This design comes from an exercise in tuning for small area on the open sky130 flow, not from production work.
RTL that was checked went through simulation tests only; none was proved equivalent to the original.
The RTL of run 2 was laid out without a check of its function.
Power figures rest on the tool's default switching activity, not on a simulated workload.

`design/flow/config.mk`:
```
export PLATFORM = sky130hd
export DESIGN_NAME = top
export DESIGN_NICKNAME = top
export VERILOG_FILES = /design/flow/design.v
export SDC_FILE = /design/flow/constraint.sdc
export NUM_CORES = 4
export LEC_CHECK = 0
export CAP_MARGIN = 20
export CORE_MARGIN = 2
export CORE_UTILIZATION = 40
export SLEW_MARGIN = 20
```
`design/flow/constraint.sdc`:
```
create_clock -name core_clock -period 14.0 [get_ports {clk}]
set_input_delay 2.8000 -clock core_clock [delete_from_list [all_inputs] [get_ports {clk}]]
set_output_delay 2.8000 -clock core_clock [all_outputs]
set_load 0.01 [all_outputs]
```
`design/flow/design.v`:
```
module music_rom (
    input side,
    input song,
    input [5:0] idx,
    output reg [6:0] w
);
always @(*) begin
    case ({side, song, idx})
        8'b00000000: w = 7'b0001_010;
        8'b00000001: w = 7'b0100_010;
        8'b00000010: w = 7'b0101_010;
        8'b00000011: w = 7'b0110_010;
        8'b00000100: w = 7'b1010_010;
        8'b00000101: w = 7'b1101_100;
        8'b00000110: w = 7'b0110_010;
        8'b00000111: w = 7'b1000_010;
        8'b00001000: w = 7'b1100_100;
        8'b00001001: w = 7'b0110_010;
        8'b00001010: w = 7'b1010_010;
        8'b00001011: w = 7'b1011_100;
        8'b00001100: w = 7'b0110_010;
        8'b00001101: w = 7'b1010_010;
        8'b00001110: w = 7'b1101_010;
        8'b00001111: w = 7'b1010_010;
        8'b00010000: w = 7'b0110_010;
        8'b00010001: w = 7'b1000_010;
        8'b00010010: w = 7'b1100_010;
        8'b00010011: w = 7'b1000_010;
        8'b00010100: w = 7'b0110_010;
        8'b00010101: w = 7'b1001_010;
        8'b00010110: w = 7'b1100_010;
        8'b00010111: w = 7'b1001_010;
        8'b00011000: w = 7'b0011_010;
        8'b00011001: w = 7'b0111_010;
        8'b00011010: w = 7'b1011_010;
        8'b00011011: w = 7'b0111_010;
        8'b00011100: w = 7'b0011_010;
        8'b00011101: w = 7'b0111_010;
        8'b00011110: w = 7'b1011_010;
        8'b00011111: w = 7'b1010_010;
        8'b00100000: w = 7'b0110_010;
        8'b00100001: w = 7'b1010_010;
        8'b00100010: w = 7'b1101_100;
        8'b00100011: w = 7'b0110_010;
        8'b00100100: w = 7'b1000_010;
        8'b00100101: w = 7'b1100_100;
        8'b00100110: w = 7'b0101_010;
        8'b00100111: w = 7'b1010_010;
        8'b00101000: w = 7'b1011_100;
        8'b00101001: w = 7'b0110_010;
        8'b00101010: w = 7'b1010_010;
        8'b00101011: w = 7'b1101_010;
        8'b00101100: w = 7'b1010_010;
        8'b00101101: w = 7'b0010_010;
        8'b00101110: w = 7'b0110_010;
        8'b00101111: w = 7'b1100_010;
        8'b00110000: w = 7'b0110_010;
        8'b00110001: w = 7'b0011_010;
        8'b00110010: w = 7'b0111_010;
        8'b00110011: w = 7'b1011_100;
        8'b00110100: w = 7'b0110_010;
        8'b00110101: w = 7'b1010_010;
        8'b00110110: w = 7'b1101_010;
        8'b00110111: w = 7'b1010_010;
        8'b00111000: w = 7'b0110_010;
        8'b00111001: w = 7'b1010_010;
        8'b00111010: w = 7'b1101_100;
        8'b00111011: w = 7'b0001_000;
        8'b00111100: w = 7'b0001_000;
        8'b00111101: w = 7'b0001_000;
        8'b00111110: w = 7'b0001_000;
        8'b00111111: w = 7'b0001_000;
        8'b01000000: w = 7'b0101_100;
        8'b01000001: w = 7'b0101_100;
        8'b01000010: w = 7'b0011_010;
        8'b01000011: w = 7'b0101_010;
        8'b01000100: w = 7'b0111_010;
        8'b01000101: w = 7'b0101_010;
        8'b01000110: w = 7'b1000_010;
        8'b01000111: w = 7'b0101_010;
        8'b01001000: w = 7'b0111_010;
        8'b01001001: w = 7'b0101_010;
        8'b01001010: w = 7'b0100_010;
        8'b01001011: w = 7'b0110_010;
        8'b01001100: w = 7'b1000_010;
        8'b01001101: w = 7'b0110_010;
        8'b01001110: w = 7'b1001_010;
        8'b01001111: w = 7'b0110_010;
        8'b01010000: w = 7'b1000_010;
        8'b01010001: w = 7'b0110_010;
        8'b01010010: w = 7'b0011_010;
        8'b01010011: w = 7'b0101_010;
        8'b01010100: w = 7'b0111_010;
        8'b01010101: w = 7'b0101_010;
        8'b01010110: w = 7'b1000_010;
        8'b01010111: w = 7'b0101_010;
        8'b01011000: w = 7'b0111_010;
        8'b01011001: w = 7'b0101_010;
        8'b01011010: w = 7'b0010_010;
        8'b01011011: w = 7'b0100_010;
        8'b01011100: w = 7'b0111_010;
        8'b01011101: w = 7'b0100_010;
        8'b01011110: w = 7'b1000_010;
        8'b01011111: w = 7'b0100_010;
        8'b01100000: w = 7'b0111_010;
        8'b01100001: w = 7'b0100_010;
        8'b01100010: w = 7'b0011_010;
        8'b01100011: w = 7'b0101_010;
        8'b01100100: w = 7'b0111_010;
        8'b01100101: w = 7'b0101_010;
        8'b01100110: w = 7'b1000_010;
        8'b01100111: w = 7'b0101_010;
        8'b01101000: w = 7'b0111_010;
        8'b01101001: w = 7'b0101_010;
        8'b01101010: w = 7'b0100_010;
        8'b01101011: w = 7'b0110_010;
        8'b01101100: w = 7'b1000_010;
        8'b01101101: w = 7'b0110_010;
        8'b01101110: w = 7'b1001_010;
        8'b01101111: w = 7'b0110_010;
        8'b01110000: w = 7'b1000_010;
        8'b01110001: w = 7'b0110_010;
        8'b01110010: w = 7'b0011_010;
        8'b01110011: w = 7'b0101_010;
        8'b01110100: w = 7'b0111_010;
        8'b01110101: w = 7'b0101_010;
        8'b01110110: w = 7'b1101_010;
        8'b01110111: w = 7'b1010_010;
        8'b01111000: w = 7'b0110_010;
        8'b01111001: w = 7'b1010_010;
        8'b01111010: w = 7'b1101_100;
        8'b01111011: w = 7'b0001_000;
        8'b01111100: w = 7'b0001_000;
        8'b01111101: w = 7'b0001_000;
        8'b01111110: w = 7'b0001_000;
        8'b01111111: w = 7'b0001_000;
        8'b10000000: w = 7'b0001_010;
        8'b10000001: w = 7'b0101_010;
        8'b10000010: w = 7'b0101_010;
        8'b10000011: w = 7'b0110_010;
        8'b10000100: w = 7'b0111_010;
        8'b10000101: w = 7'b0111_010;
        8'b10000110: w = 7'b1001_010;
        8'b10000111: w = 7'b1001_010;
        8'b10001000: w = 7'b1001_010;
        8'b10001001: w = 7'b1000_010;
        8'b10001010: w = 7'b0001_010;
        8'b10001011: w = 7'b0101_010;
        8'b10001100: w = 7'b0110_010;
        8'b10001101: w = 7'b0110_010;
        8'b10001110: w = 7'b1000_010;
        8'b10001111: w = 7'b1001_001;
        8'b10010000: w = 7'b1000_011;
        8'b10010001: w = 7'b0111_010;
        8'b10010010: w = 7'b0001_100;
        8'b10010011: w = 7'b0101_010;
        8'b10010100: w = 7'b0101_010;
        8'b10010101: w = 7'b0111_010;
        8'b10010110: w = 7'b1000_001;
        8'b10010111: w = 7'b0111_011;
        8'b10011000: w = 7'b0110_010;
        8'b10011001: w = 7'b0011_010;
        8'b10011010: w = 7'b0100_010;
        8'b10011011: w = 7'b0101_100;
        8'b10011100: w = 7'b0111_010;
        8'b10011101: w = 7'b1000_001;
        8'b10011110: w = 7'b0111_011;
        8'b10011111: w = 7'b0110_010;
        8'b10100000: w = 7'b0001_010;
        8'b10100001: w = 7'b0010_010;
        8'b10100010: w = 7'b0111_100;
        8'b10100011: w = 7'b1001_010;
        8'b10100100: w = 7'b1001_010;
        8'b10100101: w = 7'b1001_010;
        8'b10100110: w = 7'b1000_010;
        8'b10100111: w = 7'b0001_010;
        8'b10101000: w = 7'b0101_010;
        8'b10101001: w = 7'b0110_100;
        8'b10101010: w = 7'b1000_010;
        8'b10101011: w = 7'b1001_001;
        8'b10101100: w = 7'b1000_011;
        8'b10101101: w = 7'b0111_010;
        8'b10101110: w = 7'b0001_010;
        8'b10101111: w = 7'b0101_100;
        8'b10110000: w = 7'b1010_010;
        8'b10110001: w = 7'b0001_010;
        8'b10110010: w = 7'b0101_010;
        8'b10110011: w = 7'b0100_010;
        8'b10110100: w = 7'b0111_100;
        8'b10110101: w = 7'b0111_010;
        8'b10110110: w = 7'b0111_010;
        8'b10110111: w = 7'b0101_010;
        8'b10111000: w = 7'b0001_010;
        8'b10111001: w = 7'b0110_001;
        8'b10111010: w = 7'b0101_111;
        8'b10111011: w = 7'b0001_000;
        8'b10111100: w = 7'b0001_000;
        8'b10111101: w = 7'b0001_000;
        8'b10111110: w = 7'b0001_000;
        8'b10111111: w = 7'b0001_000;
        8'b11000000: w = 7'b0110_011;
        8'b11000001: w = 7'b0111_011;
        8'b11000010: w = 7'b1000_100;
        8'b11000011: w = 7'b1000_100;
        8'b11000100: w = 7'b1000_100;
        8'b11000101: w = 7'b1000_100;
        8'b11000110: w = 7'b0111_010;
        8'b11000111: w = 7'b0110_010;
        8'b11001000: w = 7'b0101_010;
        8'b11001001: w = 7'b0110_010;
        8'b11001010: w = 7'b0101_010;
        8'b11001011: w = 7'b0100_110;
        8'b11001100: w = 7'b0010_010;
        8'b11001101: w = 7'b0011_111;
        8'b11001110: w = 7'b0001_111;
        8'b11001111: w = 7'b0001_101;
        8'b11010000: w = 7'b0001_111;
        8'b11010001: w = 7'b0110_011;
        8'b11010010: w = 7'b0111_011;
        8'b11010011: w = 7'b1000_100;
        8'b11010100: w = 7'b1000_100;
        8'b11010101: w = 7'b1000_100;
        8'b11010110: w = 7'b1000_100;
        8'b11010111: w = 7'b0111_010;
        8'b11011000: w = 7'b0110_010;
        8'b11011001: w = 7'b0101_010;
        8'b11011010: w = 7'b0110_010;
        8'b11011011: w = 7'b0101_010;
        8'b11011100: w = 7'b0100_110;
        8'b11011101: w = 7'b0010_010;
        8'b11011110: w = 7'b0011_111;
        8'b11011111: w = 7'b0001_111;
        8'b11100000: w = 7'b0101_010;
        8'b11100001: w = 7'b0110_010;
        8'b11100010: w = 7'b0101_010;
        8'b11100011: w = 7'b0100_110;
        8'b11100100: w = 7'b1001_010;
        8'b11100101: w = 7'b1001_010;
        8'b11100110: w = 7'b1000_010;
        8'b11100111: w = 7'b0001_010;
        8'b11101000: w = 7'b0101_010;
        8'b11101001: w = 7'b0110_100;
        8'b11101010: w = 7'b1000_010;
        8'b11101011: w = 7'b1001_001;
        8'b11101100: w = 7'b1000_011;
        8'b11101101: w = 7'b0111_010;
        8'b11101110: w = 7'b0001_010;
        8'b11101111: w = 7'b0101_100;
        8'b11110000: w = 7'b1010_010;
        8'b11110001: w = 7'b0001_010;
        8'b11110010: w = 7'b0101_010;
        8'b11110011: w = 7'b0100_010;
        8'b11110100: w = 7'b0111_100;
        8'b11110101: w = 7'b0111_010;
        8'b11110110: w = 7'b0111_010;
        8'b11110111: w = 7'b0101_010;
        8'b11111000: w = 7'b0001_010;
        8'b11111001: w = 7'b0110_001;
        8'b11111010: w = 7'b0101_111;
        8'b11111011: w = 7'b0001_000;
        8'b11111100: w = 7'b0001_000;
        8'b11111101: w = 7'b0001_000;
        8'b11111110: w = 7'b0001_000;
        8'b11111111: w = 7'b0001_000;
        default: w = 7'b0001_000;
    endcase
end
endmodule
module top(
    input clk,
    input rst,
    input [1:0] mode_switch,
    output [1:0] rail,
    input [3:0] row1,
    output [2:0] col1,
    output speaker1,
    input [3:0] row2,
    output [2:0] col2,
    output speaker2,
    input wire uart_rx,
    output wire uart_tx,
    output notes_left,
    output notes_right,
    output [6:0] seg,
    output [7:0] an,
    output red, green, blue,
    output red_r, green_r, blue_r,
    output reg [1:0] send_note,
    output counter
);
    localparam [13:0] L14_1     = 14'h0001;
    localparam [13:0] L14_5208  = 14'h3027;
    localparam [13:0] L14_6246  = 14'h2206;
    localparam [13:0] L14_10415 = 14'h1be3;
    localparam [13:0] L14_10416 = 14'h37c6;
    localparam [13:0] L14_M3    = 14'h3800;   
    localparam [13:0] L14_M2    = 14'h3000;   
    localparam [15:0] L16_50000 = 16'h290f;
    localparam [23:0] L24_2001  = 24'h127758;
    localparam [23:0] L24_IDLE  = 24'h42d9e8;  
    localparam [7:0]  L8_249    = 8'hec;
    localparam [7:0]  L8_M1     = 8'h80;       
    function [13:0] l14(input [13:0] x);
        l14 = {x[12:0], ~(x[13] ^ x[4] ^ x[2] ^ x[0])};
    endfunction
    function [15:0] l16(input [15:0] x);
        l16 = {x[14:0], ~(x[15] ^ x[14] ^ x[12] ^ x[3])};
    endfunction
    function [23:0] l24(input [23:0] x);
        l24 = {x[22:0], ~(x[23] ^ x[22] ^ x[21] ^ x[16])};
    endfunction
    function [7:0] l8(input [7:0] x);
        l8 = {x[6:0], ~(x[7] ^ x[5] ^ x[4] ^ x[3])};
    endfunction
    reg [13:0] sr;           
    reg [3:0]  sq;           
    reg [1:0]  col_sel;
    reg [2:0]  col;
    reg [7:0]  blk;          
    wire sr_end    = (sr == L14_10416);
    wire scan_wrap = (sq == 4'd9) && (sr == L14_6246);
    always @(posedge clk) begin
        if (!rst || scan_wrap || sr_end) sr <= 14'd0;
        else sr <= l14(sr);
    end
    always @(posedge clk or negedge rst) begin
        if (!rst) begin
            sq <= 4'd0;
            col_sel <= 2'd0;
            col <= 3'b000;
            blk <= L8_M1;
        end else begin
            if (scan_wrap) begin
                sq <= 4'd0;
                col_sel <= (col_sel == 2'd2) ? 2'd0 : col_sel + 2'd1;
                blk <= (blk == L8_249) ? 8'd0 : l8(blk);
            end else if (sr_end)
                sq <= sq + 4'd1;
            case (col_sel)
                2'd0: col <= 3'b100;
                2'd1: col <= 3'b010;
                default: col <= 3'b001;
            endcase
        end
    end
    assign col1 = col;
    assign col2 = col;
    reg [7:0] cnt_val;
    reg       cnt_tx;
    wire cnt_load = (blk == L8_249) && (sr == L14_1);
    always @(posedge clk or negedge rst) begin
        if (!rst) begin
            cnt_val <= 8'd0;
            cnt_tx <= 1'b1;
        end else if (cnt_load) begin
            case (sq)
                4'd0: cnt_tx <= 1'b0;
                4'd1: cnt_tx <= cnt_val[0];
                4'd2: cnt_tx <= cnt_val[1];
                4'd3: cnt_tx <= cnt_val[2];
                4'd4: cnt_tx <= cnt_val[3];
                4'd5: cnt_tx <= cnt_val[4];
                4'd6: cnt_tx <= cnt_val[5];
                4'd7: cnt_tx <= cnt_val[6];
                4'd8: cnt_tx <= cnt_val[7];
                default: cnt_tx <= 1'b1;
            endcase
            if (sq == 4'd9) cnt_val <= cnt_val + 8'd1;
        end
    end
    assign counter = cnt_tx;
    wire k1 = |row1;
    wire k2 = |row2;
    reg [23:0] kc1, kc2;
    reg pk1, pk2, kp1, kp2;
    reg [3:0] note1, note2;
    wire [23:0] kv1 = (k1 == pk1) ? kc1 : 24'd0;
    wire [23:0] kv2 = (k2 == pk2) ? kc2 : 24'd0;
    wire trig1 = k1 & pk1 & ~kp1 & (kc1 == L24_2001);
    wire trig2 = k2 & pk2 & ~kp2 & (kc2 == L24_2001);
    wire idle1 = ~k1 & ~pk1 & (kc1 == L24_IDLE);
    wire idle2 = ~k2 & ~pk2 & (kc2 == L24_IDLE);
    reg [3:0] dec1, dec2;
    always @(*) begin
        case ({row1, col_sel})
            6'b1000_00: dec1 = 4'd12;
            6'b1000_01: dec1 = 4'd11;
            6'b1000_10: dec1 = 4'd10;
            6'b0100_00: dec1 = 4'd9;
            6'b0100_01: dec1 = 4'd8;
            6'b0100_10: dec1 = 4'd7;
            6'b0010_00: dec1 = 4'd6;
            6'b0010_01: dec1 = 4'd5;
            6'b0010_10: dec1 = 4'd4;
            6'b0001_00: dec1 = 4'd3;
            6'b0001_01: dec1 = 4'd2;
            6'b0001_10: dec1 = 4'd1;
            default: dec1 = 4'd15;
        endcase
        case ({row2, col_sel})
            6'b1000_00: dec2 = 4'd11;
            6'b1000_01: dec2 = 4'd12;
            6'b1000_10: dec2 = 4'd10;
            6'b0100_00: dec2 = 4'd8;
            6'b0100_01: dec2 = 4'd9;
            6'b0100_10: dec2 = 4'd7;
            6'b0010_00: dec2 = 4'd5;
            6'b0010_01: dec2 = 4'd6;
            6'b0010_10: dec2 = 4'd4;
            6'b0001_00: dec2 = 4'd2;
            6'b0001_01: dec2 = 4'd3;
            6'b0001_10: dec2 = 4'd1;
            default: dec2 = 4'd15;
        endcase
    end
    always @(posedge clk) begin
        if (!rst) begin
            kc1 <= 24'd0;
            kc2 <= 24'd0;
        end else begin
            kc1 <= l24(kv1);
            kc2 <= l24(kv2);
        end
    end
    always @(posedge clk or negedge rst) begin
        if (!rst) begin
            pk1 <= 1'b0; pk2 <= 1'b0;
            kp1 <= 1'b0; kp2 <= 1'b0;
            note1 <= 4'd15;
            note2 <= 4'd0;
        end else begin
            pk1 <= k1; pk2 <= k2;
            kp1 <= k1 & (kp1 | trig1);
            kp2 <= k2 & (kp2 | trig2);
            if (trig1) note1 <= dec1;
            else if (idle1) note1 <= 4'd15;
            if (trig2) note2 <= dec2;
            else if (idle2) note2 <= 4'd15;
        end
    end
    reg [18:0] tp1;
    reg [16:0] tp2;
    always @(*) begin
        case ({mode_switch, note1})
            6'h01: tp1 = 142975;
            6'h02: tp1 = 127551;
            6'h03: tp1 = 113636;
            6'h04: tp1 = 101192;
            6'h05: tp1 = 95556;
            6'h06: tp1 = 85122;
            6'h07: tp1 = 71563;
            6'h08: tp1 = 67515;
            6'h09: tp1 = 63776;
            6'h0a: tp1 = 50619;
            6'h0b: tp1 = 47778;
            6'h0c: tp1 = 37927;
            6'h11: tp1 = 142975;
            6'h12: tp1 = 113636;
            6'h13: tp1 = 95556;
            6'h14: tp1 = 75850;
            6'h15: tp1 = 63776;
            6'h16: tp1 = 56818;
            6'h17: tp1 = 47778;
            6'h18: tp1 = 37927;
            6'h21: tp1 = 286255;
            6'h22: tp1 = 255102;
            6'h23: tp1 = 227273;
            6'h24: tp1 = 214617;
            6'h25: tp1 = 191076;
            default: tp1 = 0;
        endcase
        case ({mode_switch, note2})
            6'h01: tp2 = 63766;
            6'h02: tp2 = 56818;
            6'h03: tp2 = 50619;
            6'h04: tp2 = 47778;
            6'h05: tp2 = 42551;
            6'h06: tp2 = 37927;
            6'h07: tp2 = 35794;
            6'h08: tp2 = 31888;
            6'h09: tp2 = 28409;
            6'h11: tp2 = 75850;
            6'h12: tp2 = 63776;
            6'h13: tp2 = 56818;
            6'h14: tp2 = 50619;
            6'h15: tp2 = 47778;
            6'h16: tp2 = 42551;
            6'h17: tp2 = 37927;
            6'h21: tp2 = 95556;
            6'h22: tp2 = 85122;
            6'h23: tp2 = 75850;
            6'h24: tp2 = 71563;
            6'h25: tp2 = 63776;
            6'h26: tp2 = 56818;
            6'h27: tp2 = 53603;
            6'h28: tp2 = 47778;
            6'h29: tp2 = 42551;
            default: tp2 = 0;
        endcase
    end
    reg [18:0] pc1;
    reg [16:0] pc2;
    reg spk1, spk2;
    wire z1 = (tp1 == 19'd0);
    wire z2 = (tp2 == 17'd0);
    wire w1 = (pc1 >= tp1);
    wire w2 = (pc2 >= tp2);
    always @(posedge clk) begin
        if (!rst || z1 || w1) pc1 <= 19'd0;
        else pc1 <= pc1 + 19'd1;
        if (!rst || z2 || w2) pc2 <= 17'd0;
        else pc2 <= pc2 + 17'd1;
    end
    always @(posedge clk or negedge rst) begin
        if (!rst) begin
            spk1 <= 1'b0;
            spk2 <= 1'b0;
        end else begin
            spk1 <= ~z1 & (spk1 ^ w1);
            spk2 <= ~z2 & (spk2 ^ w2);
        end
    end
    assign speaker1 = spk1;
    assign speaker2 = spk2;
    reg [15:0] dc1 [0:3];
    reg [15:0] dc2 [0:3];
    reg [3:0] st1, st2;
    wire [3:0] mis1 = note1 ^ st1;
    wire [3:0] mis2 = note2 ^ st2;
    wire [3:0] hit1, hit2;
    genvar gi;
    generate
        for (gi = 0; gi < 4; gi = gi + 1) begin : g_deb
            assign hit1[gi] = mis1[gi] & (dc1[gi] == L16_50000);
            assign hit2[gi] = mis2[gi] & (dc2[gi] == L16_50000);
            always @(posedge clk) begin
                if (!rst || !mis1[gi] || hit1[gi]) dc1[gi] <= 16'd0;
                else dc1[gi] <= l16(dc1[gi]);
                if (!rst || !mis2[gi] || hit2[gi]) dc2[gi] <= 16'd0;
                else dc2[gi] <= l16(dc2[gi]);
            end
        end
    endgenerate
    wire [3:0] st1_n = st1 ^ hit1;
    wire [3:0] st2_n = st2 ^ hit2;
    wire kx = ((|hit1) & ~(&st1_n)) | ((|hit2) & ~(&st2_n));
    reg kd1, btn;
    always @(posedge clk or negedge rst) begin
        if (!rst) begin
            st1 <= 4'b1111;
            st2 <= 4'b1111;
            kd1 <= 1'b0;
            btn <= 1'b0;
        end else begin
            st1 <= st1_n;
            st2 <= st2_n;
            kd1 <= kx;
            btn <= kd1;
        end
    end
    reg endgame, right_win;
    reg [1:0] ust;
    reg usend;
    reg [5:0] ud;           
    reg [1:0] txs;
    reg [3:0] bidx;
    reg txb;
    reg [13:0] btm;
    wire uready = (txs == 2'd0);
    wire bdone = (btm == L14_10416);
    always @(posedge clk or negedge rst) begin
        if (!rst) begin
            ust <= 2'd0;
            usend <= 1'b0;
        end else begin
            usend <= 1'b0;
            if (endgame) begin
                case (ust)
                    2'd0: if (btn) ust <= 2'd1;
                    2'd1: if (uready) begin usend <= 1'b1; ust <= 2'd2; end
                    default: ust <= 2'd0;
                endcase
            end else begin
                case (ust)
                    2'd0: if (btn) ust <= 2'd1;
                    2'd1: if (uready) begin usend <= 1'b1; ust <= 2'd2; end
                    2'd2: if (!usend && uready) ust <= 2'd3;
                    default: if (uready) begin usend <= 1'b1; ust <= 2'd0; end
                endcase
            end
        end
    end
    always @(posedge clk) begin
        if (uready) begin
            if (endgame) begin
                if (ust == 2'd1) ud <= 6'b01_0010;
            end else begin
                if (ust == 2'd1) ud <= {2'b00, note1};
                else if (ust == 2'd3) ud <= {2'b10, note2};
            end
        end
    end
    reg fbit;
    always @(*) begin
        case (bidx)
            4'd0: fbit = 1'b0;
            4'd1: fbit = ud[0];
            4'd2: fbit = ud[1];
            4'd3: fbit = ud[2];
            4'd4: fbit = ud[3];
            4'd5: fbit = ud[4];
            4'd6: fbit = ud[5];
            4'd7: fbit = 1'b1;
            4'd8: fbit = 1'b0;
            default: fbit = 1'b1;
        endcase
    end
    always @(posedge clk or negedge rst) begin
        if (!rst) begin
            txs <= 2'd0;
            txb <= 1'b1;
        end else begin
            case (txs)
                2'd0: if (usend) txs <= 2'd1;
                2'd1: begin txb <= fbit; txs <= 2'd2; end
                2'd2: if (bdone && bidx == 4'd9) txs <= 2'd0;
                      else if (bdone) txs <= 2'd1;
                default: txs <= 2'd0;
            endcase
        end
    end
    always @(posedge clk) begin
        if (txs == 2'd0) bidx <= 4'd0;
        else if (txs == 2'd2 && bdone) bidx <= bidx + 4'd1;
        if (uready || bdone) btm <= 14'd0;
        else btm <= l14(btm);
    end
    assign uart_tx = txb;
    reg [1:0] rxs;
    reg [13:0] rtm;
    reg [2:0] ridx;
    reg [7:0] sh;
    reg rdy, rdy_d;
    wire r_mid = (rtm == L14_5208);
    wire r_end = (rtm == L14_10416);
    always @(posedge clk or negedge rst) begin
        if (!rst) begin
            rxs <= 2'd0;
            rdy <= 1'b0;
            rdy_d <= 1'b0;
        end else begin
            rdy_d <= rdy;
            rdy <= 1'b0;
            case (rxs)
                2'd0: if (!uart_rx) rxs <= 2'd1;
                2'd1: if (r_mid) rxs <= uart_rx ? 2'd0 : 2'd2;
                2'd2: if (r_end && ridx == 3'd7) rxs <= 2'd3;
                default: if (r_end) begin rdy <= uart_rx; rxs <= 2'd0; end
            endcase
        end
    end
    always @(posedge clk) begin
        if (rxs == 2'd0) begin
            rtm <= 14'd0;
            ridx <= 3'd0;
        end else if ((rxs == 2'd1 && r_mid) || (rxs == 2'd2 && r_end)) begin
            rtm <= 14'd0;
        end else begin
            rtm <= l14(rtm);
        end
        if (rxs == 2'd2 && r_end) begin
            ridx <= ridx + 3'd1;
            sh <= {uart_rx, sh[7:1]};
        end
    end
    wire isC = (sh == 8'h43);
    wire isc = (sh == 8'h63);
    wire isR = (sh == 8'h52);
    wire isr = (sh == 8'h72);
    reg [4:0] q1, q2;
    reg [3:0] o1, o2;
    wire inc1 = rdy_d & isC;
    wire inc2 = rdy_d & isc;
    wire ge1 = q1[4] | q1[3] | (q1[2] & q1[1]);
    wire ge2 = q2[4] | q2[3] | (q2[2] & q2[1]);
    wire [1:0] sn_next = (rdy & isR) ? 2'b01 : (rdy & isr) ? 2'b10 : send_note;
    always @(posedge clk or negedge rst) begin
        if (!rst) begin
            q1 <= 5'd0; o1 <= 4'd0;
            q2 <= 5'd0; o2 <= 4'd0;
            endgame <= 1'b0;
            right_win <= 1'b0;
            send_note <= 2'b00;
        end else begin
            send_note <= sn_next;
            if (inc1) begin
                if (q1 == 5'd25 && o1 == 4'd5) begin q1 <= 5'd0; o1 <= 4'd0; end
                else if (o1 == 4'd9) begin q1 <= q1 + 5'd1; o1 <= 4'd0; end
                else o1 <= o1 + 4'd1;
            end
            if (inc2) begin
                if (q2 == 5'd25 && o2 == 4'd5) begin q2 <= 5'd0; o2 <= 4'd0; end
                else if (o2 == 4'd9) begin q2 <= q2 + 5'd1; o2 <= 4'd0; end
                else o2 <= o2 + 4'd1;
            end
            if (ge1) begin
                endgame <= 1'b1;
                right_win <= 1'b0;
            end else if (ge2) begin
                endgame <= 1'b1;
                right_win <= 1'b1;
            end
        end
    end
    reg [20:0] gt;
    always @(posedge clk or negedge rst) begin
        if (!rst) gt <= 21'd2047;
        else gt <= gt + 21'd1;
    end
    wire [2:0] dsel = gt[13:11];
    reg [3:0] digit;
    always @(*) begin
        case (dsel)
            3'd0: digit = o2;
            3'd1: digit = q2[3:0];
            3'd4: digit = o1;
            3'd5: digit = q1[3:0];
            default: digit = 4'd15;
        endcase
    end
    assign an = ~(8'b00000001 << dsel);
    reg [6:0] segr;
    always @(*) begin
        case (digit)
            4'd0: segr = 7'b1000000;
            4'd1: segr = 7'b1111001;
            4'd2: segr = 7'b0100100;
            4'd3: segr = 7'b0110000;
            4'd4: segr = 7'b0011001;
            4'd5: segr = 7'b0010010;
            4'd6: segr = 7'b0000010;
            4'd7: segr = 7'b1111000;
            4'd8: segr = 7'b0000000;
            4'd9: segr = 7'b0010000;
            default: segr = 7'b1111111;
        endcase
    end
    assign seg = segr;
    reg [6:0] pm;            
    reg [1:0] dir;
    reg [7:0] pa, pb;
    reg lr, lg, lb;
    wire lev = (gt == 21'h1007ff);
    wire pm_zero = (gt[18:0] == 19'd2046) || (pm == 7'd100);
    always @(posedge clk) begin
        if (!rst || pm_zero) pm <= 7'd0;
        else pm <= pm + 7'd1;
    end
    wire lta = (pm < pa);
    wire ltb = (pm < pb);
    always @(posedge clk or negedge rst) begin
        if (!rst) begin
            dir <= 2'd0;
            pa <= 8'd50;
            pb <= 8'd0;
            lr <= 1'b0; lg <= 1'b0; lb <= 1'b0;
        end else begin
            lr <= (dir == 2'd0 & lta) | (dir == 2'd2 & ltb);
            lg <= (dir == 2'd1 & lta) | (dir == 2'd0 & ltb);
            lb <= (dir == 2'd2 & lta) | (dir == 2'd1 & ltb);
            if (lev) begin
                if (endgame) begin
                    pa <= 8'd50;
                    pb <= 8'd0;
                    dir <= right_win ? 2'd0 : 2'd2;
                end else if (pa != 8'd0) begin
                    pa <= pa - 8'd1;
                    pb <= pb + 8'd1;
                end else begin
                    pa <= pb + 8'd1;
                    pb <= 8'd0;
                    dir <= (dir == 2'd2) ? 2'd0 : dir + 2'd1;
                end
            end
        end
    end
    assign red = lr;
    assign green = lg;
    assign blue = lb;
    assign red_r = lr;
    assign green_r = lg;
    assign blue_r = lb;
    reg [3:0] lf;
    always @(posedge clk or negedge rst) begin
        if (!rst) lf <= 4'b1011;
        else lf <= {lf[2:0], lf[3] ^ lf[2]};
    end
    assign rail = {lf[2], lf[1] | (lf[3:1] == 3'b000)};
    wire mclr = (send_note == 2'b00) || (sn_next != send_note);
    wire mside = send_note[1];
    reg [3:0] mslot;
    reg msidx;
    reg [13:0] mbaud;
    reg [5:0] midx;
    reg mcs, msd;
    wire mend = (mbaud == L14_10415);
    wire [6:0] nn = msd ? (mside ? 7'd36 : 7'd54) : 7'd59;
    always @(posedge clk) begin
        if (mclr) begin
            mslot <= 4'd15;
            midx <= 6'd0;
            msd <= 1'b0;
        end else begin
            msd <= mode_switch[0];
            if (mslot == 4'd15) begin
                if ({1'b0, midx} < nn) begin
                    mcs <= mode_switch[0];
                    msidx <= 1'b0;
                    mbaud <= L14_M2;
                    mslot <= 4'd0;
                end
            end else if (mend) begin
                if (mslot == 4'd9) begin
                    if (!msidx) begin
                        msidx <= 1'b1;
                        mslot <= 4'd0;
                        mbaud <= L14_M3;
                    end else begin
                        mslot <= 4'd10;
                    end
                end else if (mslot == 4'd10) begin
                    midx <= midx + 6'd1;
                    mslot <= 4'd15;
                end else begin
                    mslot <= mslot + 4'd1;
                    mbaud <= 14'd0;
                end
            end else begin
                mbaud <= l14(mbaud);
            end
        end
    end
    wire [6:0] mw;
    music_rom rom (.side(mside), .song(mcs), .idx(midx), .w(mw));
    reg [7:0] mbyte;
    always @(*) begin
        if (!msidx)
            mbyte = {2'b01, mside, 1'b0, mw[6:3]};
        else if (!mside)
            mbyte = (mw[2:0] == 3'b010) ? 8'h32 : (mw[2:0] == 3'b100) ? 8'h34 : 8'h58;
        else
            mbyte = (mw[2:0] == 3'b000) ? 8'h58 : {5'b00110, mw[2:0]};
    end
    reg mtx;
    always @(*) begin
        case (mslot)
            4'd1: mtx = 1'b0;
            4'd2: mtx = mbyte[0];
            4'd3: mtx = mbyte[1];
            4'd4: mtx = mbyte[2];
            4'd5: mtx = mbyte[3];
            4'd6: mtx = mbyte[4];
            4'd7: mtx = mbyte[5];
            4'd8: mtx = mbyte[6];
            4'd9: mtx = mbyte[7];
            default: mtx = 1'b1;
        endcase
    end
    assign notes_left = ~send_note[0] | mtx;
    assign notes_right = ~send_note[1] | mtx;
endmodule
```
`design/flow/run.sh`:
```
#!/bin/bash
# synth_recipe.tcl (not shown) runs the flow's synth.tcl, then flattens the netlist and writes it again
# the make line also repeats each setting of config.mk as NAME=value (left out here)
make -C /OpenROAD-flow-scripts/flow DESIGN_CONFIG=/design/flow/config.mk WORK_HOME=/design/flow/orfs CLKGATE_MAP_FILE= SYNTH_SCRIPT=/design/flow/synth_recipe.tcl finish
```
==> results.sh, run 1 <==
export IMPL_power_frac_comb_pct=4.9
export IMPL_num_rows=89
export IMPL_post_cts_resized=0
export IMPL_seqPwrFrac_pct=49.0
export IMPL_leakagePower_nw=10.4
export IMPL_powerDensity_mw_per_mm2=101
export IMPL_grt_max_degree=81
export IMPL_setup_viol=0
export IMPL_ant_nets=0
export IMPL_antenna_cells=0
export IMPL_path_class="reg2out"
export IMPL_dp_hpwl_microns=37000
export IMPL_slowest_delay_ns=0.83
export IMPL_ys_flop_type="dfxtp_1"
export IMPL_cap_violations=0
export IMPL_slowest_stage="ha_1"
export IMPL_yosysSeqAreaShare_pct=41.2
export IMPL_synthTopCellsByArea="dfxtp_1 (23%), dfrtp_1 (10%), ha_1 (7.8%)"
export IMPL_dpl_worst_slack_ns=6.84
export IMPL_vias_per_cell=5.45
export IMPL_rr_worst_depth=15
export IMPL_cp_max_fo=17
export IMPL_h_tree_depth=2
export IMPL_rsz0062_at_grt="false"
export IMPL_p_clk_share_pct=46.1
export IMPL_crit_arrival_ns=4.96
export IMPL_cts_hold_buf=0
export IMPL_dieArea_sq_mm=0.0611
export IMPL_syn_cell_area_sq_mm=0.0237
export IMPL_cts_sink_count=437
export IMPL_hold_viol=0
export IMPL_tns_ns=0
export IMPL_critPathLaunch="midx[0]"
export IMPL_fmax_mhz=129
export IMPL_cts_buffers=47
export IMPL_path_cells="inv_1 > ha_1 > nor3_1 > o211a_1 > or4_1 > nand2_1 > o311ai_0 > a2111oi_4 > nand4_1 > clkdlybuf4s50_1"
export IMPL_synth_edff_count=33
export IMPL_async_reset_ff_share_pct=29.3
export IMPL_ys_types=100
export IMPL_yosysWarnings=4
export IMPL_design_area_sq_mm=0.0262
export IMPL_start_kind="flop"
export IMPL_grt_overflow=0
export IMPL_grt_use_total_pct=17.7
export IMPL_post_dp_cell_area_sq_mm=0.0246
export IMPL_timing_final_ws_setup_ns=6.24
export IMPL_pin_count=50
export IMPL_synth_top_area_share_pct=23.4
export IMPL_grt_antenna_before_repair=0
export IMPL_insertion_delay_ns=0.61
export IMPL_die_height_microns=247
export IMPL_min_period_ns=7.76
export IMPL_p_int_mw=2.05
export IMPL_vdd_drop_max_mv=0.0916
export IMPL_critPathCapture="notes_left"
export IMPL_initial_core_util_pct=40.2
export IMPL_cts_tree="yes"
export IMPL_yosysMostFrequentCell="dfxtp_1"
export IMPL_finalNonFillerCells=3405
export IMPL_drive_gt1_share_pct=6.27
export IMPL_clkTransAtPathRegs_ns=0.06
export IMPL_nNetsFinal=2754
export IMPL_finalCritPeriodShare_pct=55.4
export IMPL_wl_per_cell_microns=15.9
export IMPL_drc=0
export IMPL_grt_pass1_vias=17900
export IMPL_p_switching_uw=608
export IMPL_synthCells=2619
export IMPL_cts_setup_buffers=0
export IMPL_syn_to_final_growth_pct=10.5
export IMPL_clock_skew_ns=0.0440
export IMPL_synth_area_per_cell_sq_um=9.04
export IMPL_root_buffer="clkbuf_16"
export IMPL_finalWeightedCongestion=0.921
export IMPL_status="timing/DRC/antenna clean"
export IMPL_first_pass_iters=5
export IMPL_slew_headroom_pct=43.8
export IMPL_clock_path_buffers=3
export IMPL_tightest_slew_ns=0.844
export IMPL_die_width_microns=247
export IMPL_r2r_start="note2[0]"
export IMPL_yosys_area_top_type="dfxtp_1"
export IMPL_worstPathRequired_ns=11.20
export IMPL_r2r_end="pc2[9]"
export IMPL_worstSetupEndpointType="output pin"
export IMPL_syn_nets=2779
export IMPL_grt_pass1_wl_microns=90400
export IMPL_first_iter_violations=1689
export IMPL_place_inst=3318
export IMPL_swShare_pct=22.9
export IMPL_routed_wl_microns=54000
export IMPL_r2r_slack_ns=9.42
export IMPL_slew_viol_final=0
export IMPL_synthTopCellsByCount="dfxtp_1 (276), nor2_1 (227), and2_1 (223)"
export IMPL_via_count=18600
export IMPL_portBuffers=49
export IMPL_core_sq_mm=0.0588
export IMPL_synth_seq_cells=437
export IMPL_hp_class="reg2reg"
## cell families (layout without fill, tap and decap cells)
family	count (synthesis)	in the layout	share of synthesized area, %
AND/OR/NAND/NOR	1116	1116	25.7
AO/OA/AOI/OAI	502	502	14.0
flip-flops	437	437	41.2
buffers and inverters	241	254	4.33
adder cells (fa/ha/maj)	147	147	7.77
XOR/XNOR	141	141	5.22
multiplexers	35	35	1.72
## worst min-delay path by stage
stage	start	to	slack, ns	cells after the start
finish	lf[0]	lf[1]	0.36	0
global placement	kd1	btn	0.34	0
CTS	lf[0]	lf[1]	0.36	0
detailed placement	kd1	btn	0.35	0
global route	lf[0]	lf[1]	0.36	0
floorplan	kd1	btn	0.33	0
## registers in the layout, indices dropped and copies added, names as in the netlist, 17 cells and up
name	flops
gt	21
kc1	24
dc2	64
pc2	17
dc1	64
kc2	24
pc1	19
## critical path: cells and delay by family, from the launching register on
kind / cells / cell delay (ns)
AO/OA/AOI/OAI: 3 / 0.83
AND/OR/NAND/NOR: 4 / 1.04
adder cells (fa/ha/maj): 1 / 0.83
buffers and inverters: 2 / 0.86
flip-flops: 1 / 0.80
## metrics by stage
step | util [%] | power (mW) | hold WS (ns)
after global routing | 44.5 | 2.76 | 0.359
after CTS | 44.5 | 2.69 | 0.358
final | 44.5 | 2.65 | 0.356
after detailed placement | 41.8 | 1.46 | 0.346
after global placement | 41.8 | 1.45 | 0.336
after floorplan | - | 1.41 | 0.331
## final cells by class
cell class	instances	area, sq um
flip-flops and latches	437	9760
clock inverters	13	154
clock buffers	74	1390
well taps	773	967
fillers	5673	32600
multi-input cells	1941	12900
inverters	104	390
repair buffers	63	592
## metal layers
metal  global-route usage (%)  up-vias  share of wire (%)
met5                        0        -                  0
met4                     5.69        0                2.7
met3                     2.57       94                5.5
met2                     29.2      504                 46
met1                     23.7     8827                 46
li1                         -     9141                  -
## layout by cell type, fill, tap and decap left out, drive strengths merged, types with 74 or more instances in the layout
master / n
dfrtp: 96
dfxtp: 276
clkbuf: 74
and2: 223
o21ai: 131
a21oi: 112
inv: 102
xnor2: 76
nor2: 230
nand3: 84
ha: 147
nand2: 201
## power by group through the flow
stage	combinational (mW)	sequential, mW	clock (mW)
final	0.130	1.30	1.22
after global routing	0.149	1.30	1.31
after CTS	0.132	1.30	1.26
after detailed placement	0.131	1.33	0
after global placement	0.127	1.32	0
after floorplan	0.0911	1.32	0
==> run 2: changes to the inputs <==
--- a/design/flow/design.v
+++ b/design/flow/design.v
@@ -324,5 +324,5 @@
         else sr <= l14(sr);
     end
-    always @(posedge clk or negedge rst) begin
+    always @(posedge clk) begin
         if (!rst) begin
             sq <= 4'd0;
@@ -349,5 +349,5 @@
     reg       cnt_tx;
     wire cnt_load = (blk == L8_249) && (sr == L14_1);
-    always @(posedge clk or negedge rst) begin
+    always @(posedge clk) begin
         if (!rst) begin
             cnt_val <= 8'd0;
@@ -423,5 +423,5 @@
         end
     end
-    always @(posedge clk or negedge rst) begin
+    always @(posedge clk) begin
         if (!rst) begin
             pk1 <= 1'b0; pk2 <= 1'b0;
@@ -512,5 +512,5 @@
         else pc2 <= pc2 + 17'd1;
     end
-    always @(posedge clk or negedge rst) begin
+    always @(posedge clk) begin
         if (!rst) begin
             spk1 <= 1'b0;
@@ -546,5 +546,5 @@
     wire kx = ((|hit1) & ~(&st1_n)) | ((|hit2) & ~(&st2_n));
     reg kd1, btn;
-    always @(posedge clk or negedge rst) begin
+    always @(posedge clk) begin
         if (!rst) begin
             st1 <= 4'b1111;
@@ -569,5 +569,5 @@
     wire uready = (txs == 2'd0);
     wire bdone = (btm == L14_10416);
-    always @(posedge clk or negedge rst) begin
+    always @(posedge clk) begin
         if (!rst) begin
             ust <= 2'd0;
@@ -616,5 +616,5 @@
         endcase
     end
-    always @(posedge clk or negedge rst) begin
+    always @(posedge clk) begin
         if (!rst) begin
             txs <= 2'd0;
@@ -644,5 +644,5 @@
     wire r_mid = (rtm == L14_5208);
     wire r_end = (rtm == L14_10416);
-    always @(posedge clk or negedge rst) begin
+    always @(posedge clk) begin
         if (!rst) begin
             rxs <= 2'd0;
@@ -685,5 +685,5 @@
     wire ge2 = q2[4] | q2[3] | (q2[2] & q2[1]);
     wire [1:0] sn_next = (rdy & isR) ? 2'b01 : (rdy & isr) ? 2'b10 : send_note;
-    always @(posedge clk or negedge rst) begin
+    always @(posedge clk) begin
         if (!rst) begin
             q1 <= 5'd0; o1 <= 4'd0;
@@ -714,5 +714,5 @@
     end
     reg [20:0] gt;
-    always @(posedge clk or negedge rst) begin
+    always @(posedge clk) begin
         if (!rst) gt <= 21'd2047;
         else gt <= gt + 21'd1;
@@ -759,5 +759,5 @@
     wire lta = (pm < pa);
     wire ltb = (pm < pb);
-    always @(posedge clk or negedge rst) begin
+    always @(posedge clk) begin
         if (!rst) begin
             dir <= 2'd0;
@@ -792,5 +792,5 @@
     assign blue_r = lb;
     reg [3:0] lf;
-    always @(posedge clk or negedge rst) begin
+    always @(posedge clk) begin
         if (!rst) lf <= 4'b1011;
         else lf <= {lf[2:0], lf[3] ^ lf[2]};
--- a/design/flow/config.mk
+++ b/design/flow/config.mk
@@ -6,4 +6,5 @@
 export NUM_CORES = 4
 export LEC_CHECK = 0
+export ABC_AREA = 1
 export CAP_MARGIN = 20
 export CORE_MARGIN = 2
==> run 2 against run 1 <==
Maximum frequency is 11% higher. Still clean. Via count is 8.8% higher. Global-route usage is 0.53 points higher. Clock skew is 0.0073 ns higher. Critical endpoint is now notes_right. Worst hold slack better by 0.042 ns. Die area is 1.3% lower. Highest routed layer is now met5. Critical path depth is 5 higher.
==> results.sh, run 2 <==
export IMPL_status="timing/DRC/antenna clean"
export IMPL_reg_top3="dc1 (64), dc2 (64)"
export IMPL_cts_setup_buffers=0
export IMPL_ant_nets=0
export IMPL_syn_nets=3407
export IMPL_swShare_pct=24.9
export IMPL_first_iter_violations=1385
export IMPL_initial_core_util_pct=40.5
export IMPL_fmax_mhz=143
export IMPL_synthTopCellsByArea="dfxtp_1 (35%), inv_1 (8.7%), nor2_1 (8.5%)"
export IMPL_vias_per_cell=4.96
export IMPL_grt_antenna_before_repair=2
export IMPL_dp_hpwl_microns=39200
export IMPL_async_reset_ff_share_pct=0
export IMPL_r2r_start="note1[2]"
export IMPL_tightest_slew_ns=0.954
export IMPL_drive_gt1_share_pct=5.33
export IMPL_slew_viol_final=0
export IMPL_synth_edff_count=33
export IMPL_path_class="reg2out"
export IMPL_synthXorXnorAreaFrac_pct=3.11
export IMPL_portBuffers=49
export IMPL_p_int_mw=2.18
export IMPL_core_sq_mm=0.0577
export IMPL_powerDensity_mw_per_mm2=111
export IMPL_hold_viol=0
export IMPL_worstSetupEndpointType="output pin"
export IMPL_clock_skew_ns=0.0514
export IMPL_finalWeightedCongestion=0.938
export IMPL_yosysWarnings=4
export IMPL_first_pass_iters=8
export IMPL_synth_area_mux_share_pct=0
export IMPL_ys_flop_type="dfxtp_1"
export IMPL_ys_types=70
export IMPL_multi_input_area_sq_mm=0.0117
export IMPL_vdd_drop_max_mv=0.101
export IMPL_synth_compound_area_share_pct=10.8
export IMPL_rsz0062_at_grt="false"
export IMPL_drc=0
export IMPL_yosys_area_top_type="dfxtp_1"
export IMPL_p_switching_uw=725
export IMPL_power_frac_comb_pct=8.3
export IMPL_mostFrequentLayoutCell="inv_1"
export IMPL_synthCells=3248
export IMPL_root_buffer="clkbuf_16"
export IMPL_critPathLaunch="mcs"
export IMPL_dieArea_sq_mm=0.0603
export IMPL_nFillCells=5953
export IMPL_insertion_delay_ns=0.62
export IMPL_grt_use_total_pct=18.2
export IMPL_grt_pass1_wl_microns=92300
export IMPL_synth_fa_ha_area_share_pct=7.83
export IMPL_seqPwrFrac_pct=45.6
export IMPL_synth_seq_cells=437
export IMPL_cts_sink_count=437
export IMPL_synth_top_area_share_pct=34.7
export IMPL_slew_headroom_pct=36.2
export IMPL_finalNonFillerCells=4070
export IMPL_critPathCapture="notes_right"
export IMPL_via_count=20200
export IMPL_setup_viol=0
export IMPL_routed_wl_microns=55000
export IMPL_die_height_microns=246
export IMPL_leakagePower_nw=10.8
export IMPL_min_period_ns=6.98
export IMPL_wl_per_cell_microns=13.5
export IMPL_post_cts_resized=0
export IMPL_p_clk_share_pct=46.1
export IMPL_nNetsFinal=3425
export IMPL_yosysSeqAreaShare_pct=38.9
export IMPL_synth_simple_area_share_pct=28.2
export IMPL_grt_pass1_vias=19200
export IMPL_num_rows=88
export IMPL_cts_tree="yes"
export IMPL_clock_path_buffers=3
export IMPL_regArea_sq_mm=0.00908
export IMPL_r2r_end="pc1[16]"
export IMPL_tns_ns=0
export IMPL_most_common_layout_cells="inv_1 (542), nor2_1 (526), nand2_1 (502)"
export IMPL_syn_to_final_growth_pct=11.8
export IMPL_cap_violations=0
export IMPL_hp_class="reg2reg"
export IMPL_clkTransAtPathRegs_ns=0.06
export IMPL_h_tree_depth=2
export IMPL_synth_top_family_by_area="simple AND/OR/NAND/NOR gates"
export IMPL_place_inst=3979
export IMPL_synthTopCellsByCount="inv_1 (543), nor2_1 (526), nand2_1 (502)"
export IMPL_worstPathRequired_ns=11.20
export IMPL_cts_hold_buf=0
export IMPL_cp_max_fo=21
export IMPL_grt_overflow=0
export IMPL_crit_arrival_ns=4.18
export IMPL_finalCritPeriodShare_pct=49.9
export IMPL_start_kind="flop"
export IMPL_synth_area_per_cell_sq_um=7.19
export IMPL_rr_worst_depth=13
export IMPL_r2r_slack_ns=10.13
export IMPL_syn_cell_area_sq_mm=0.0233
export IMPL_cts_buffers=50
export IMPL_die_width_microns=246
export IMPL_grt_max_degree=54
export IMPL_pin_count=50
export IMPL_antenna_cells=0
export IMPL_yosysMostFrequentCell="inv_1"
[run 2: cell families (layout without fill, tap and decap cells)]
family / Yosys count / count (layout)
compound gates: 434 / 434
buf+inv: 649 / 706
fa+ha+maj: 146 / 146
xor+xnor: 83 / 83
simple gates: 1499 / 1499
flops: 437 / 437
[run 2: worst min-delay path by stage]
stage	start	to	slack, ns	cells after the start
2_1_floorplan	gt[0]	gt[0]	0.39	1
3_3_place_gp	lf[0]	lf[1]	0.40	1
3_5_place_dp	lf[0]	lf[1]	0.40	1
4_1_cts	dc1[1][11]	dc1[1][12]	0.40	2
5_1_grt	lf[0]	lf[1]	0.42	1
6_report	dc1[1][11]	dc1[1][12]	0.40	2
[run 2: layout make-up]
cell class                      instances  area share (%)
Timing Repair Buffer                   60            2.18
Clock inverter                         22            1.12
Clock buffer                           69            5.50
Sequential cell                       437            34.8
Inverter                              555            7.98
Multi-Input combinational cell       2162            44.8
Tap cell                              765            3.67
[run 2: power by group through the flow]
stage / logic, mW / registers [mW] / clock network (mW)
2_1_floorplan: 0.186 / 1.34 / 0
3_3_place_gp: 0.240 / 1.35 / 0
6_report: 0.242 / 1.33 / 1.34
4_1_cts: 0.245 / 1.33 / 1.38
5_1_grt: 0.277 / 1.33 / 1.43
3_5_place_dp: 0.241 / 1.35 / 0
[run 2: layer usage]
| metal | vias to the layer above | global-route usage [%] | share of wire (%) |
|---|---|---|---|
| met5 | - | 0 | 0.047 |
| met4 | 4 | 6.86 | 3.0 |
| met3 | 133 | 3.16 | 6.0 |
| met2 | 598 | 29.2 | 44 |
| met1 | 8934 | 24.3 | 47 |
| li1 | 10500 | - | - |
[run 2: worst max-delay path, cell delays in order, from the launching register on]
cell	delay, ns
edfxtp_1	0.92
clkinv_1	0.80
nand2_1	0.28
o21ai_0	0.10
nand2_1	0.07
nand2_1	0.05
nor2_1	0.21
nor2_1	0.06
nor2_1	0.10
nand2_1	0.05
nand2_1	0.07
nand2_1	0.08
nand3_1	0.07
nand3_1	0.10
nand4_1	0.10
clkdlybuf4s50_1	0.54
[run 2: metrics by stage]
step	worst slack (ns)	instance area, sq um	utilization, %	power, mW	hold WS, ns
detailed placement	7.70	24400	42.2	1.59	0.401
global placement	7.76	24400	42.2	1.59	0.396
floorplan	8.85	23300	-	1.53	0.388
global route	6.71	26100	45.2	3.04	0.424
CTS	7.08	26100	45.2	2.95	0.401
finish	7.02	26100	45.2	2.91	0.399

-- static timing again, ports no longer ideal --
The results above use ideal ports. As a check the final layouts listed here were re-extracted and re-timed, cells and wires unchanged.
Step 1 (the two cells are an assumption about what drives the block):
set clk [get_ports {clk}]
set_driving_cell -lib_cell sky130_fd_sc_hd__clkbuf_16 $clk
set_driving_cell -lib_cell sky130_fd_sc_hd__buf_2 [delete_from_list [all_inputs] $clk]
Step 2 adds t to the input delays and takes it off the output delays; t is the mean of the earliest and latest rising clock arrival at the registers after step 1. Input paths then give back, and output paths get back, about the clock's delay inside the block.
Slacks: ideal ports / drivers / drivers and shift; pairs: ideal ports / drivers.
run	t (ns)	setup WS [ns]	latest minus earliest clock arrival (ns)	slew at the worst register clock pin (ns)
run 1	0.641	6.242 / 6.184 / 6.815	0.049 / 0.049	0.07 / 0.07
run 2	0.649	7.020 / 6.962 / 7.612	0.055 / 0.055	0.06 / 0.06
After both steps setup and hold are still met in every run listed.
